Background: an optimization exercise with open tools, aiming at small area and a short achievable clock period. Do not read the settings as production practice.
Function was not checked in any run shown here: the RTL went through the layout flow alone.

## flow/design.v (module list and top-level ports; edited modules follow where they fit)
// module krv_core: 66 lines
// module mul33_array: 2060 lines
// module mul_fa: 4 lines
// module mul_ha: 4 lines
// module core: 162 lines
// module npc_sel: 47 lines
// module core_body: 2245 lines
module krv_core (
	input  wire        clk,
	input  wire        rstn,
	input  wire        kplic_int,
	input  wire        core_timer_int,
	output wire        wfi,
	output wire        instr_itcm_access,
	output wire [31:0] instr_itcm_addr,
	input  wire [31:0] instr_itcm_read_data,
	input  wire        instr_itcm_read_data_valid,
	output wire        data_dtcm_access,
	input  wire        data_dtcm_ready,
	output wire        data_dtcm_rd0_wr1,
	output wire [3:0]  data_dtcm_byte_strobe,
	output wire [31:0] data_dtcm_write_data,
	output wire [31:0] data_dtcm_addr,
	input  wire [31:0] data_dtcm_read_data,
	input  wire        data_dtcm_read_data_valid,
	output wire        IAHB_access,
	output wire [31:0] IAHB_addr,
	input  wire [31:0] IAHB_read_data,
	input  wire        IAHB_read_data_valid,
	output wire        DAHB_access,
	output wire        DAHB_rd0_wr1,
	output wire [2:0]  DAHB_size,
	output wire [31:0] DAHB_write_data,
	output wire [31:0] DAHB_addr,
	input  wire        DAHB_trans_buffer_full,
	input  wire [31:0] DAHB_read_data,
	input  wire        DAHB_read_data_valid
);
  // ...
==> flow/flow/run.sh <==
#!/bin/bash
# Layout flow: the standard ORFS flow, with the timing repair steps asked
# to keep a larger setup margin (so they keep improving paths that already
# meet the clock) and plain buffers on the ports.  Every tool's output goes
# to standard.log in this folder.
set -euo pipefail
bash standard.sh SETUP_SLACK_MARGIN=13.5 "BUFFER_PORTS_ARGS=-buffer_cell sky130_fd_sc_hd__buf_2" finish > standard.log 2>&1
==> flow/standard.sh <==
#!/bin/bash
# synth_recipe.tcl (not shown) runs the flow's synth.tcl, then flattens the netlist and writes it again
# the make line also repeats each setting of config.mk as NAME=value (left out here)
make -C /OpenROAD-flow-scripts/flow DESIGN_CONFIG=/design/flow/config.mk WORK_HOME=/design/flow/orfs CLKGATE_MAP_FILE= SYNTH_SCRIPT=/design/flow/synth_recipe.tcl "${@:-finish}"
==> flow/config.mk <==
export PLATFORM = sky130hd
export DESIGN_NAME = krv_core
export DESIGN_NICKNAME = krv_core
export VERILOG_FILES = /design/flow/design.v
export SDC_FILE = /design/flow/constraint.sdc
export NUM_CORES = 8
export LEC_CHECK = 0
export CAP_MARGIN = 35
export CORE_MARGIN = 2
export CORE_UTILIZATION = 32
export CTS_CLUSTER_DIAMETER = 90
export CTS_CLUSTER_SIZE = 25
export PLACE_DENSITY = 0.55
export SLEW_MARGIN = 35
export SYNTH_HIERARCHICAL = 1
==> flow/constraint.sdc <==
create_clock -name core_clock -period 25.0 [get_ports {clk}]
set_input_delay 5.0000 -clock core_clock [delete_from_list [all_inputs] [get_ports {clk}]]
set_output_delay 5.0000 -clock core_clock [all_outputs]
set_load 0.01 [all_outputs]
==> results.yml, run 1 <==
sta:
  maxSlewHeadroom_pct: 22.7
  setup_viol: 0
  finalHoldViolations: 0
routing:
  vias: 122000
  routed-wl-met3_um: 102000
job:
  drv_cap: 0
grt:
  top_usage_layer: "met2"
  use_met3_pct: 11.4
clock_network:
  cts_hold_buf: 0
  insertion_delay_ns: 0.90
  clkTransAtPathRegs_ns: 0.10
outcome:
  status: "finished clean"
finish:
  finalInstanceArea_sq_mm: 0.144
  largestClassByArea: "multi-input combinational cells"
  multi_input_gates: 9890
die:
  rows: 234
  die-area_sq_mm: 0.412
worst_setup_path:
  end_kind: "output port"
  cp.arrival_ns: 7.00
  r2r-end: "u_core.u_body.u_mcsr__mtvec_base[10]$_DFFE_PN0P_"
  regToRegSetupSlack_ns: 13.80
  crit_path_start: "u_core.u_body.u_dec__src_data2_ex[31]$_DFFE_PP_"
place:
  dp_cells: 18100
worst_hold_path:
  min_to: "u_core.u_body.u_trap_ctrl__meip$_DFF_PN0_"
  hold_start: "u_core.u_body.u_trap_ctrl__kplic_int_sync2$_DFF_PN0_"
==> inputs of run 2 (changes only) <==
--- a/flow/design.v
+++ b/flow/design.v
@@ -2429,16 +2429,17 @@
 wire 					load_ex;
 wire 					store_ex;
 wire 					mem_H_ex;
 wire 					mem_B_ex;
 wire 					mem_U_ex;
 wire 					only_src2_used_ex;
 wire [32 - 1 : 0] 		br_target_ex;
 wire [32 - 1 : 0] 		jal_target;
+wire [32 - 1 : 0] 		jalr_target;
 wire [32 - 1 : 0]		data_mem;
 wire [5:0] 			rd_mem;
 wire [32 - 1 : 0]		alu_result_mem;
 wire 					mem_H_mem;
 wire 					mem_B_mem;
 wire 					mem_U_mem;
 wire [32 - 1 : 0]		store_data_mem;
 wire 					load_wait_data;
@@ -2550,18 +2551,17 @@
 assign pc_dec = u_fetch__pc_dec;
 wire  u_fetch__dec_ready = dec_ready;
 reg  u_fetch__if_valid;
 assign if_valid = u_fetch__if_valid;
 reg [32 - 1 : 0] u_fetch__instr_dec;
 assign instr_dec = u_fetch__instr_dec;
 reg [6:0] u_fetch__pd_dec;
 assign pd_dec = u_fetch__pd_dec;
-wire [32 - 1 : 0] u_fetch__src_data1_ex = src_data1_ex;
-wire [32 - 1 : 0] u_fetch__imm_ex = imm_ex;
+wire [32 - 1 : 0] u_fetch__jalr_target = jalr_target;
 wire [32 - 1 : 0] u_fetch__br_target_ex = br_target_ex;
 wire [32 - 1 : 0] u_fetch__jal_target = jal_target;
 wire  u_fetch__branch_taken_ex = branch_taken_ex;
 wire  u_fetch__ex_ready = ex_ready;
 wire [32 - 1 : 0] u_fetch__next_pc = next_pc;
 wire [32 - 1 : 0] u_fetch__move_target;
 assign move_target = u_fetch__move_target;
 wire  u_fetch__z_move;
@@ -2664,17 +2664,16 @@
 always @ (posedge u_fetch__cpu_clk)
 begin
 	if(!u_fetch__flush_if && u_fetch__dec_ready && u_fetch__instr_read_data_valid && !u_fetch__jump)
 	begin
 		u_fetch__pc_dec <= u_fetch__pc;
 	end
 end
 wire [32 - 1 : 0] u_fetch__br_target   = u_fetch__br_target_ex;
-wire [32 - 1 : 0] u_fetch__jalr_target = u_fetch__src_data1_ex + u_fetch__imm_ex;
 wire [32 - 1 : 0] u_fetch__pc_inc      = u_fetch__pc + 32'h4;
 assign u_fetch__early_jump = u_fetch__trap | u_fetch__branch_taken_ex | u_fetch__jalr_ex;
 wire [32 - 1 : 0] u_fetch__early_target = u_fetch__trap ? u_fetch__vector_addr : (u_fetch__branch_taken_ex ? u_fetch__br_target : u_fetch__jalr_target);
 wire [32 - 1 : 0] u_fetch__seq_target = u_fetch__jal_raw ? u_fetch__jal_target : (u_fetch__mret_raw ? u_fetch__mepc : u_fetch__pc_inc);
 assign u_fetch__move_target = u_fetch__early_jump ? u_fetch__early_target : u_fetch__seq_target;
 wire u_fetch__z_vec  = u_fetch__vector_in_itcm;
 wire u_fetch__z_br   = ~(|u_fetch__br_target[31:14]);
 wire u_fetch__z_jalr = ~(|u_fetch__jalr_target[31:14]);
@@ -3448,16 +3447,19 @@
 wire  u_alu__branch_taken_ex;
 assign branch_taken_ex = u_alu__branch_taken_ex;
 wire  u_alu__load_ex = load_ex;
 wire  u_alu__store_ex = store_ex;
 wire  u_alu__mem_H_ex = mem_H_ex;
 wire  u_alu__mem_B_ex = mem_B_ex;
 wire  u_alu__mem_U_ex = mem_U_ex;
 wire [32 - 1 : 0] u_alu__imm_ex = imm_ex;
+wire  u_alu__jalr_ex = jalr_ex;
+wire [32 - 1 : 0] u_alu__jalr_target;
+assign jalr_target = u_alu__jalr_target;
 wire [5 : 0] u_alu__rd_ex = rd_ex;
 reg  u_alu__ex_valid;
 assign ex_valid = u_alu__ex_valid;
 wire  u_alu__mem_ready = mem_ready;
 reg [32 - 1 : 0] u_alu__alu_result_mem;
 assign alu_result_mem = u_alu__alu_result_mem;
 reg [5:0] u_alu__rd_mem;
 assign rd_mem = u_alu__rd_mem;
@@ -3470,19 +3472,20 @@
 reg  u_alu__mem_B_mem;
 assign mem_B_mem = u_alu__mem_B_mem;
 reg  u_alu__mem_U_mem;
 assign mem_U_mem = u_alu__mem_U_mem;
 reg [32 - 1 : 0] u_alu__store_data_mem;
 assign store_data_mem = u_alu__store_data_mem;
 wire [31:0] u_alu__s1 = u_alu__src_data1_ex;
 wire [31:0] u_alu__s2 = u_alu__src_data2_ex;
-wire [31:0] u_alu__add_b = u_alu__store_ex ? u_alu__imm_ex : u_alu__s2;
+wire [31:0] u_alu__add_b = (u_alu__store_ex | u_alu__jalr_ex) ? u_alu__imm_ex : u_alu__s2;
 wire [32:0] u_alu__sum33 = {1'b0, u_alu__s1} + {1'b0, u_alu__add_b ^ {32{u_alu__alu_sub_ex}}} + {32'h0, u_alu__alu_sub_ex};
 wire [31:0] u_alu__adder_result = (u_alu__alu_add_ex | u_alu__alu_sub_ex) ? u_alu__sum33[31:0] : 32'h0;
+assign u_alu__jalr_target = u_alu__sum33[31:0];
 wire u_alu__ult = u_alu__s1 < u_alu__s2;
 wire u_alu__slt = (u_alu__s1[31] ^ u_alu__s2[31]) ? u_alu__s1[31] : u_alu__ult;
 wire u_alu__com_result  = u_alu__alu_com_ex & u_alu__slt;
 wire u_alu__ucom_result = u_alu__alu_ucom_ex & u_alu__ult;
 wire [31:0] u_alu__logic_result = ({32{u_alu__alu_and_ex}} & (u_alu__s1 & u_alu__s2)) |
 			   ({32{u_alu__alu_or_ex}}  & (u_alu__s1 | u_alu__s2)) |
 			   ({32{u_alu__alu_xor_ex}} & (u_alu__s1 ^ u_alu__s2));
 wire [4:0] u_alu__shamt = u_alu__s2[4:0];
==> flow/config.mk (replaced) <==
export PLATFORM = sky130hd
export DESIGN_NAME = krv_core
export DESIGN_NICKNAME = krv_core
export VERILOG_FILES = /design/flow/design.v
export SDC_FILE = /design/flow/constraint.sdc
export NUM_CORES = 8
export LEC_CHECK = 0
export ABC_AREA = 1
export CAP_MARGIN = 35
export CORE_MARGIN = 2
export CORE_UTILIZATION = 32
export CTS_CLUSTER_DIAMETER = 90
export CTS_CLUSTER_SIZE = 25
export PLACE_DENSITY = 0.55
export SLEW_MARGIN = 35
export SYNTH_HIERARCHICAL = 1
==> results.yml, run 2 <==
outcome:
  status: "finished clean"
worst_setup_path:
  critPathTopFamily: "buffers and inverters"
  crit_path_start: "u_core.u_body.u_fetch__pc[0]$_DFF_PN0_"
  cp.buffers_inverters: 8
  cp.arrival_ns: 6.59
  path_max_fanout: 28
  end_kind: "output port"
  rr_worst_depth: 31
  path_class: "reg -> out"
  required_ns: 20.00
  crit_slowest_cell: "a21oi_1"
  regToRegSetupSlack_ns: 14.29
  slowest_delay_ns: 0.64
  worstReg2RegStart: "u_core.u_body.u_dec__src_data2_ex[0]$_DFFE_PP_"
  path_cells: "nor2_4, inv_1, nor2_1, inv_1, nor3_1, buf_4, inv_1, nor2_2, buf_4, clkinv_1, buf_4, a21oi_1, o21ai_0, a31oi_1, nand2_1, nand2_1, buf_2"
  start_kind: "flop"
  cp.depth: 17
  cp-endpoint: "instr_itcm_addr[1]"
  r2r-end: "u_core.u_body.u_mcsr__dtcm_start_addr[1]$_DFFE_PN0P_"
routing:
  postRouteAntennaNets: 0
  drc: 0
  viasPerCell: 6.01
  vias: 133000
  drtPass1Iterations: 7
  wl_per_cell_um: 33.6
  totalWireLength_um: 746000
  drt_iter0_markers: 22400
grt:
  grt_pass1_vias: 124000
  grtUsageTotal_pct: 33.7
  grt_max_degree: 135
  grt.overflow.total: 0
  grt_pass1_wl_um: 1010000
  antenna_found_initial: 82
place:
  io_buffer_count: 306
  placed_area_sq_mm: 0.145
  preCtsSetupSlack_ns: 12.32
  routabilityCongestion: 1.09
  hpwl_um: 543000
die:
  die_y_um: 654
  die_w_um: 654
  core_sq_mm: 0.420
  rows: 238
  ioPinCount: 344
  die-area_sq_mm: 0.427
  start_util_pct: 32.1
synthesis:
  syn_avg_cell_area_sq_um: 8.25
  ys_warn_count: 8
  mappedNetlistArea_sq_mm: 0.135
  syn_inst: 16400
finish:
  mostFrequentLayoutCell: "nand2_1"
  largest_reg_flops: 992
  layout.nets: 17900
  drive_above_1_share_pct: 9.23
  top_regs: "u_core.u_body.u_dec__u_gprs__gpr_q (992), u_core.u_body.u_alu__u_div_u__hold_r (64)"
  final_cell_mix: "4511 x nand2_1, 1953 x inv_1, 1196 x edfxtp_1"
  regMostFlops: "u_core.u_body.u_dec__u_gprs__gpr_q"
  finalInstanceArea_sq_mm: 0.150
  final_util_pct: 35.6
  syn2layout_area_growth_pct: 10.9
sta:
  final-max-slew-violation-count: 0
  maxSlewHeadroom_pct: 25.3
  fin_crit_sh_pct: 46.4
  rsz0062_at_grt: "false"
  setup_viol: 0
  fmax_mhz: 86.3
  setup_tns_ns: 0
  setup_ws_ns: 13.41
  final.min_clock_period_ns: 11.59
  worstMarginPinSlew_ns: 1.09
  finalHoldViolations: 0
  skew_ns: 0.131
clock_network:
  cts_hold_buf: 0
  cts-buffers-inserted: 105
  clockRootBuffer: "clkbuf_16"
  htreeDepth: 3
  cts_tree: "built"
  insertion_delay_ns: 1.02
  clkTransAtPathRegs_ns: 0.10
  clk_path_buf_depth: 4
  numClockSinks: 1693
job:
  drv_cap: 0
worst_hold_path:
  min_delay_path_depth: 0
  hold_class: "reg -> reg"
[run 2: what timing repair did]
item,4_1_cts,5_1_grt
buffers inserted,14,17
pin swaps,8,13
gates cloned,9,7
resized for setup,80,80
endpoints found under the setup margin,15,15
[run 2: worst min-delay path by stage]
stage	slack [ns]	to	startpoint
CTS	0.37	u_core.u_body.u_trap_ctrl__kplic_int_sync2$_DFF_PN0_	u_core.u_body.u_trap_ctrl__kplic_int_sync1$_DFF_PN0_
finish	0.37	u_core.u_body.u_trap_ctrl__kplic_int_sync2$_DFF_PN0_	u_core.u_body.u_trap_ctrl__kplic_int_sync1$_DFF_PN0_
floorplan	0.33	u_core.u_body.u_trap_ctrl__kplic_int_sync2$_DFF_PN0_	u_core.u_body.u_trap_ctrl__kplic_int_sync1$_DFF_PN0_
detailed placement	0.35	u_core.u_body.u_trap_ctrl__kplic_int_sync2$_DFF_PN0_	u_core.u_body.u_trap_ctrl__kplic_int_sync1$_DFF_PN0_
global placement	0.35	u_core.u_body.u_trap_ctrl__kplic_int_sync2$_DFF_PN0_	u_core.u_body.u_trap_ctrl__kplic_int_sync1$_DFF_PN0_
global route	0.39	u_core.u_body.u_trap_ctrl__meip$_DFF_PN0_	u_core.u_body.u_trap_ctrl__kplic_int_sync2$_DFF_PN0_
[run 2: cell type report]
| type | instances | area [sq um] |
|---|---|---|
| fillers | 43800 | 270000 |
| repair inverters | 3 | 18.8 |
| clock buffers | 140 | 2840 |
| diodes | 60 | 150 |
| well taps | 5640 | 7060 |
| inverters | 2026 | 7660 |
| clock inverters | 52 | 865 |
| flip-flops and latches | 1693 | 48300 |
| repair buffers | 875 | 6300 |
| multi-input cells | 11700 | 76600 |
[run 2: routing by layer]
layer / up-vias / share of wire (%) / GRT usage (%)
li1: 54800 / - / -
met1: 65600 / 36 / 41.9
met2: 10500 / 41 / 48.2
met3: 2363 / 14 / 11.6
met4: 36 / 9.0 / 24.6
met5: - / 0.054 / 0.340
[run 2: worst register-to-register path: cells and delay by family, from the launching register on]
family	cells	cell delay (ns)
fa+ha+maj	8	3.88
simple gates	13	2.45
compound gates	5	1.72
buf+inv	4	1.39
xor+xnor	1	0.75
flops	1	0.40
[run 2: metrics by stage]
stage                     hold WS, ns  instances
final                           0.367      22200
after detailed placement        0.347      21900
after CTS                       0.371      22100
after floorplan                 0.331      16400
after global routing            0.388      22100
after global placement          0.348      21900
==> module core, before the edit <==
module core (
	input  wire cpu_clk,						 
	input  wire cpu_rstn,						 
	input  wire [32 - 1 : 0] boot_addr,			 
	input  wire pg_resetn,						 
	output wire wfi,						 
	input  wire kplic_int,						 
	input wire core_timer_int,					 
	output wire instr_itcm_access,
	output wire [32 - 1 : 0] instr_itcm_addr,
	input  wire [32 - 1 : 0] instr_itcm_read_data,
	input  wire instr_itcm_read_data_valid,
	input  wire itcm_auto_load,					 
	output wire data_dtcm_access,
	input  wire data_dtcm_ready,
	output wire data_dtcm_rd0_wr1,
	output wire [3:0] data_dtcm_byte_strobe,
	output wire [32 - 1 : 0]  data_dtcm_write_data,
	output wire [32 - 1 : 0] data_dtcm_addr,
	input  wire [32 - 1 : 0] data_dtcm_read_data,
	input  wire data_dtcm_read_data_valid,
	output wire IAHB_access,
	output wire [32 - 1 : 0] IAHB_addr,
	input  wire [32 - 1 : 0] IAHB_read_data,
	input  wire IAHB_read_data_valid,
	output wire DAHB_access,
	output wire DAHB_rd0_wr1,
	output wire [2:0] DAHB_size,
	output wire [32 - 1 : 0]  DAHB_write_data,
	output wire [32 - 1 : 0] DAHB_addr,
	input  wire DAHB_trans_buffer_full,
	input  wire [32 - 1 : 0] DAHB_read_data,
	input  wire DAHB_read_data_valid
);
wire [32 - 1 : 0] move_target;
wire z_move;
wire z_pc;
wire early_jump;
wire mret_raw;
wire jal_raw;
wire fence_dec;
wire dec_stall_v0;
wire dec_stall_v1;
wire ex_stall;
wire load_mem;
wire store_mem;
wire addr_dtcm;
wire addr_dtcm_r;
wire daddr_AHB_r;
wire addr_itcm_r;
wire iaddr_AHB_r;
wire [32 - 1 : 0] pc;
wire mem_wb_data_valid;
wire instr_read_data_valid;
wire dec_stall;
wire mem_ready;
wire ex_ready;
wire dec_ready;
wire [32 - 1 : 0] next_pc;
wire next_pc_itcm;
wire move_e, move_a1, move_a0, move_b1, move_b0;
core_body u_body (
.cpu_clk		(cpu_clk),
.cpu_rstn		(cpu_rstn),
.boot_addr		(boot_addr),
.pg_resetn		(pg_resetn),
.wfi		(wfi),
.kplic_int		(kplic_int),
.core_timer_int		(core_timer_int),
.instr_itcm_access		(instr_itcm_access),
.instr_itcm_addr		(instr_itcm_addr),
.instr_itcm_read_data		(instr_itcm_read_data),
.instr_itcm_read_data_valid		(instr_itcm_read_data_valid),
.itcm_auto_load		(itcm_auto_load),
.data_dtcm_access		(data_dtcm_access),
.data_dtcm_ready		(data_dtcm_ready),
.data_dtcm_rd0_wr1		(data_dtcm_rd0_wr1),
.data_dtcm_byte_strobe		(data_dtcm_byte_strobe),
.data_dtcm_write_data		(data_dtcm_write_data),
.data_dtcm_addr		(data_dtcm_addr),
.data_dtcm_read_data		(data_dtcm_read_data),
.data_dtcm_read_data_valid		(data_dtcm_read_data_valid),
.IAHB_access		(IAHB_access),
.IAHB_addr		(IAHB_addr),
.IAHB_read_data		(IAHB_read_data),
.IAHB_read_data_valid		(IAHB_read_data_valid),
.DAHB_access		(DAHB_access),
.DAHB_rd0_wr1		(DAHB_rd0_wr1),
.DAHB_size		(DAHB_size),
.DAHB_write_data		(DAHB_write_data),
.DAHB_addr		(DAHB_addr),
.DAHB_trans_buffer_full		(DAHB_trans_buffer_full),
.DAHB_read_data		(DAHB_read_data),
.DAHB_read_data_valid		(DAHB_read_data_valid),
.move_target		(move_target),
.z_move		(z_move),
.z_pc		(z_pc),
.early_jump		(early_jump),
.mret_raw		(mret_raw),
.jal_raw		(jal_raw),
.fence_dec		(fence_dec),
.dec_stall_v0		(dec_stall_v0),
.dec_stall_v1		(dec_stall_v1),
.ex_stall		(ex_stall),
.load_mem		(load_mem),
.store_mem		(store_mem),
.addr_dtcm		(addr_dtcm),
.addr_dtcm_r		(addr_dtcm_r),
.daddr_AHB_r		(daddr_AHB_r),
.addr_itcm_r		(addr_itcm_r),
.iaddr_AHB_r		(iaddr_AHB_r),
.pc		(pc),
.mem_wb_data_valid		(mem_wb_data_valid),
.instr_read_data_valid		(instr_read_data_valid),
.dec_stall		(dec_stall),
.mem_ready		(mem_ready),
.ex_ready		(ex_ready),
.dec_ready		(dec_ready),
.next_pc		(next_pc),
.next_pc_itcm		(next_pc_itcm),
.move_e		(move_e),
.move_a1		(move_a1),
.move_a0		(move_a0),
.move_b1		(move_b1),
.move_b0		(move_b0)
);
npc_sel u_npc_sel (
.move_target			(move_target),
.pc				(pc),
.z_move				(z_move),
.z_pc				(z_pc),
.move_e			(move_e),
.move_a1			(move_a1),
.move_a0			(move_a0),
.move_b1			(move_b1),
.move_b0			(move_b0),
.stall_v0			(dec_stall_v0),
.stall_v1			(dec_stall_v1),
.ex_stall			(ex_stall),
.load_mem			(load_mem),
.store_mem			(store_mem),
.addr_dtcm			(addr_dtcm),
.addr_dtcm_r			(addr_dtcm_r),
.daddr_AHB_r			(daddr_AHB_r),
.addr_itcm_r			(addr_itcm_r),
.iaddr_AHB_r			(iaddr_AHB_r),
.data_dtcm_read_data_valid	(data_dtcm_read_data_valid),
.DAHB_read_data_valid		(DAHB_read_data_valid),
.data_dtcm_ready		(data_dtcm_ready),
.DAHB_trans_buffer_full		(DAHB_trans_buffer_full),
.instr_itcm_read_data_valid	(instr_itcm_read_data_valid),
.IAHB_read_data_valid		(IAHB_read_data_valid),
.mem_wb_data_valid		(mem_wb_data_valid),
.instr_read_data_valid		(instr_read_data_valid),
.dec_stall			(dec_stall),
.mem_ready			(mem_ready),
.ex_ready			(ex_ready),
.dec_ready			(dec_ready),
.next_pc			(next_pc),
.next_pc_itcm			(next_pc_itcm)
);
endmodule
==> inputs of run 3 (changes only) <==
--- a/flow/design.v
+++ b/flow/design.v
@@ -2202,8 +2202,8 @@
 .wfi		(wfi),
 .kplic_int		(kplic_int),
 .core_timer_int		(core_timer_int),
-.instr_itcm_access		(instr_itcm_access),
-.instr_itcm_addr		(instr_itcm_addr),
+.instr_itcm_access		(),
+.instr_itcm_addr		(),
 .instr_itcm_read_data		(instr_itcm_read_data),
 .instr_itcm_read_data_valid		(instr_itcm_read_data_valid),
 .itcm_auto_load		(itcm_auto_load),
@@ -2294,6 +2294,43 @@
 .next_pc			(next_pc),
 .next_pc_itcm			(next_pc_itcm)
 );
+wire [32 - 1 : 0] port_next_pc;
+npc_sel u_npc_port (
+.move_target			(move_target),
+.pc				(pc),
+.z_move				(z_move),
+.z_pc				(z_pc),
+.move_e			(move_e),
+.move_a1			(move_a1),
+.move_a0			(move_a0),
+.move_b1			(move_b1),
+.move_b0			(move_b0),
+.stall_v0			(dec_stall_v0),
+.stall_v1			(dec_stall_v1),
+.ex_stall			(ex_stall),
+.load_mem			(load_mem),
+.store_mem			(store_mem),
+.addr_dtcm			(addr_dtcm),
+.addr_dtcm_r			(addr_dtcm_r),
+.daddr_AHB_r			(daddr_AHB_r),
+.addr_itcm_r			(addr_itcm_r),
+.iaddr_AHB_r			(iaddr_AHB_r),
+.data_dtcm_read_data_valid	(data_dtcm_read_data_valid),
+.DAHB_read_data_valid		(DAHB_read_data_valid),
+.data_dtcm_ready		(data_dtcm_ready),
+.DAHB_trans_buffer_full		(DAHB_trans_buffer_full),
+.instr_itcm_read_data_valid	(instr_itcm_read_data_valid),
+.IAHB_read_data_valid		(IAHB_read_data_valid),
+.mem_wb_data_valid		(),
+.instr_read_data_valid		(),
+.dec_stall			(),
+.mem_ready			(),
+.ex_ready			(),
+.dec_ready			(),
+.next_pc			(port_next_pc),
+.next_pc_itcm			(instr_itcm_access)
+);
+assign instr_itcm_addr = {18'h0, port_next_pc[13:0]};
 endmodule
 module npc_sel (
 input wire [32 - 1 : 0] move_target,
--- a/flow/config.mk
+++ b/flow/config.mk
@@ -5,7 +5,6 @@
 export SDC_FILE = /design/flow/constraint.sdc
 export NUM_CORES = 8
 export LEC_CHECK = 0
-export ABC_AREA = 1
 export CAP_MARGIN = 35
 export CORE_MARGIN = 2
 export CORE_UTILIZATION = 32
==> results.yml, run 3 <==
outcome:
  status: "finished clean"
clock_network:
  clkTransAtPathRegs_ns: 0.10
  cts-buffers-inserted: 95
  clockRootBuffer: "clkbuf_16"
  cts_tree: "built"
  insertion_delay_ns: 0.88
  numClockSinks: 1693
  htreeDepth: 3
  clk_path_buf_depth: 3
  cts_hold_buf: 0
routing:
  vias: 122000
  drt_iter0_markers: 24400
  drc: 0
  postRouteAntennaNets: 0
  drtPass1Iterations: 12
  viasPerCell: 6.69
  wl_per_cell_um: 39.7
  totalWireLength_um: 722000
job:
  drv_cap: 0
worst_setup_path:
  critPathTopFamily: "simple AND/OR/NAND/NOR gates"
  required_ns: 20.00
  cp.arrival_ns: 6.94
  path_cells: "buf_12, clkinvlp_4, ha_4, or4_4, nor2_4, nand2_2, nor4_4, nor4b_4, a32oi_2, a31o_1, and2_4, a2111oi_4, buf_6, buf_16, nand3b_1, buf_12, or3_1, or4_1, or4_1, or4_1, o211ai_1, buf_4, mux2_4, buf_6"
  slowest_delay_ns: 0.55
  start_kind: "flop"
  end_kind: "output port"
  cp.buffers_inverters: 7
  path_class: "reg -> out"
  crit_slowest_cell: "or4_4"
  cpMostUsedCell: "or4_1"
  path_max_fanout: 3
grt:
  grtUsageTotal_pct: 34.1
  antenna_found_initial: 87
  grt.overflow.total: 0
  grt_pass1_wl_um: 969000
  grt_max_degree: 73
  grt_pass1_vias: 113000
synthesis:
  ys_warn_count: 8
  mappedNetlistArea_sq_mm: 0.129
  syn_inst: 12800
  syn_avg_cell_area_sq_um: 10.1
place:
  dp_cells: 17800
  routabilityCongestion: 1.06
  placed_area_sq_mm: 0.138
  io_buffer_count: 306
  hpwl_um: 483000
finish:
  finalInstanceArea_sq_mm: 0.144
  drive_above_1_share_pct: 13.1
  mostFrequentLayoutCell: "nand2_1"
  top_regs: "u_core.u_body.u_dec__u_gprs__gpr_q (992), u_core.u_body.u_alu__u_div_u__hold_r (64)"
  regMostFlops: "u_core.u_body.u_dec__u_gprs__gpr_q"
  stdcell_count: 18200
  syn2layout_area_growth_pct: 11.2
  layout.nets: 14100
  num-fill-cells: 40300
  largest_reg_flops: 992
  final_cell_mix: "1773 x nand2_1, 1196 x edfxtp_1, 965 x fa_1"
die:
  die-area_sq_mm: 0.409
  die_y_um: 640
  rows: 233
  die_w_um: 640
  start_util_pct: 32.1
  ioPinCount: 344
  core_sq_mm: 0.403
sta:
  final.min_clock_period_ns: 11.94
  fmax_mhz: 83.8
  setup_viol: 0
  finalHoldViolations: 0
  skew_ns: 0.116
  worstMarginPinSlew_ns: 1.12
  rsz0062_at_grt: "true"
  setup_tns_ns: 0
  maxSlewHeadroom_pct: 24.8
  fin_crit_sh_pct: 47.8
  final-max-slew-violation-count: 0
worst_hold_path:
  hold_class: "reg -> reg"
-- run 3: through the flow --
step                util, %  setup WS, ns  hold WS (ns)
finish                 35.7         13.06         0.361
global route           35.7         12.95         0.367
floorplan                 -         13.93         0.331
CTS                    35.5         13.22         0.364
detailed placement     34.2         12.16         0.342
global placement       34.1         12.20         0.334
-- run 3: cell type report --
| class | instances | area [sq um] | share of cell area [%] |
|---|---|---|---|
| clock buffer | 131 | 2560 | 1.78 |
| inverter | 346 | 1330 | 0.925 |
| tap | 5405 | 6760 | 4.70 |
| sequential | 1693 | 48300 | 33.6 |
| antenna | 69 | 173 | 0.120 |
| clock inverter | 45 | 787 | 0.547 |
| multi-input combinational | 9624 | 76500 | 53.2 |
| timing repair buffer | 896 | 7380 | 5.13 |
-- run 3: timing repair --
item	in CTS	in global routing
setup endpoints to repair	15	15
resized for setup	160	64
cloned	26	2
setup buffers	71	19
pin swaps	13	15
-- run 3: layer usage --
metal	share of wire (%)	vias up	track usage, %
met3	15	2837	13.0
met1	35	60800	41.9
met4	9.8	35	26.4
met5	0.055	-	0.236
li1	-	46700	-
met2	40	11400	47.9
-- run 3: worst paths after layout --
path | slack, ns | from | end | depth (start not counted)
max in group asynchronous | 18.62 | rstn | u_core.u_body.u_dec__u_gprs__gpr_valid[1]$_DFFE_PN0P_ | 4
min in group asynchronous | 4.10 | rstn | u_core.u_body.u_fetch__pc[12]$_DFF_PN0_ | 1
worst max register to register | 13.42 | u_core.u_body.u_dec__src_data1_ex[6]$_DFFE_PP_ | u_core.u_body.u_mcsr__dtcm_start_addr[17]$_DFFE_PN0P_ | 26
worst max-delay path | 13.06 | u_core.u_body.u_dec__src_data2_ex[30]$_DFFE_PP_ | instr_itcm_access | 24
worst min-delay path | 0.36 | u_core.u_body.u_trap_ctrl__kplic_int_sync1$_DFF_PN0_ | u_core.u_body.u_trap_ctrl__kplic_int_sync2$_DFF_PN0_ | 0
worst min register to register | 0.36 | u_core.u_body.u_trap_ctrl__kplic_int_sync1$_DFF_PN0_ | u_core.u_body.u_trap_ctrl__kplic_int_sync2$_DFF_PN0_ | 0
-- run 3: worst register-to-register path, stage by stage, from the launching register on --
cell and delay (ns):
edfxtp_1 0.80, buf_4 0.73, nand2_1 0.19, fa_1 0.46
fa_1 0.51, fa_1 0.55, fa_1 0.45, fa_1 0.41
fa_1 0.51, fa_1 0.42, ha_1 0.47, a21oi_1 0.93
and4_1 0.43, o21ai_1 0.10, buf_4 0.18, a31oi_1 0.52
o21ai_1 0.26, xnor2_1 0.61, nand2_1 0.13, o2111ai_1 0.23
a221oi_1 0.11, buf_4 0.22, a21oi_1 0.54, o31a_1 0.73
and2_1 0.66, o21ai_0 0.16, a32o_1 0.24

-- afterwards: timing with drivers on the ports --
In the flow no input, the clock included, has a driving cell. The finished layouts below were timed again as built, in two steps. Step 1 assumes that a clkbuf_16 drives the clock port and a buf_2 every other input. Step 2, shift: input delay + t, output delay - t, t = (earliest + latest rising clock arrival at the registers) / 2. This alone moves slack from input paths to output paths. Three values: ideal, step 1, step 2; two values: the first two.
run | t (ns) | setup slack, ns | worst data-port slew with drivers (ns) | cell pins on the clock port's net
run 1 | 0.968 | 13.001 / 12.876 / 13.056 | 0.46 | 1
run 2 | 1.061 | 13.406 / 13.301 / 13.492 | 0.05 | 1
run 3 | 0.935 | 13.060 / 12.949 / 13.215 | 0.25 | 1
After both steps setup and hold are still met in every run listed.
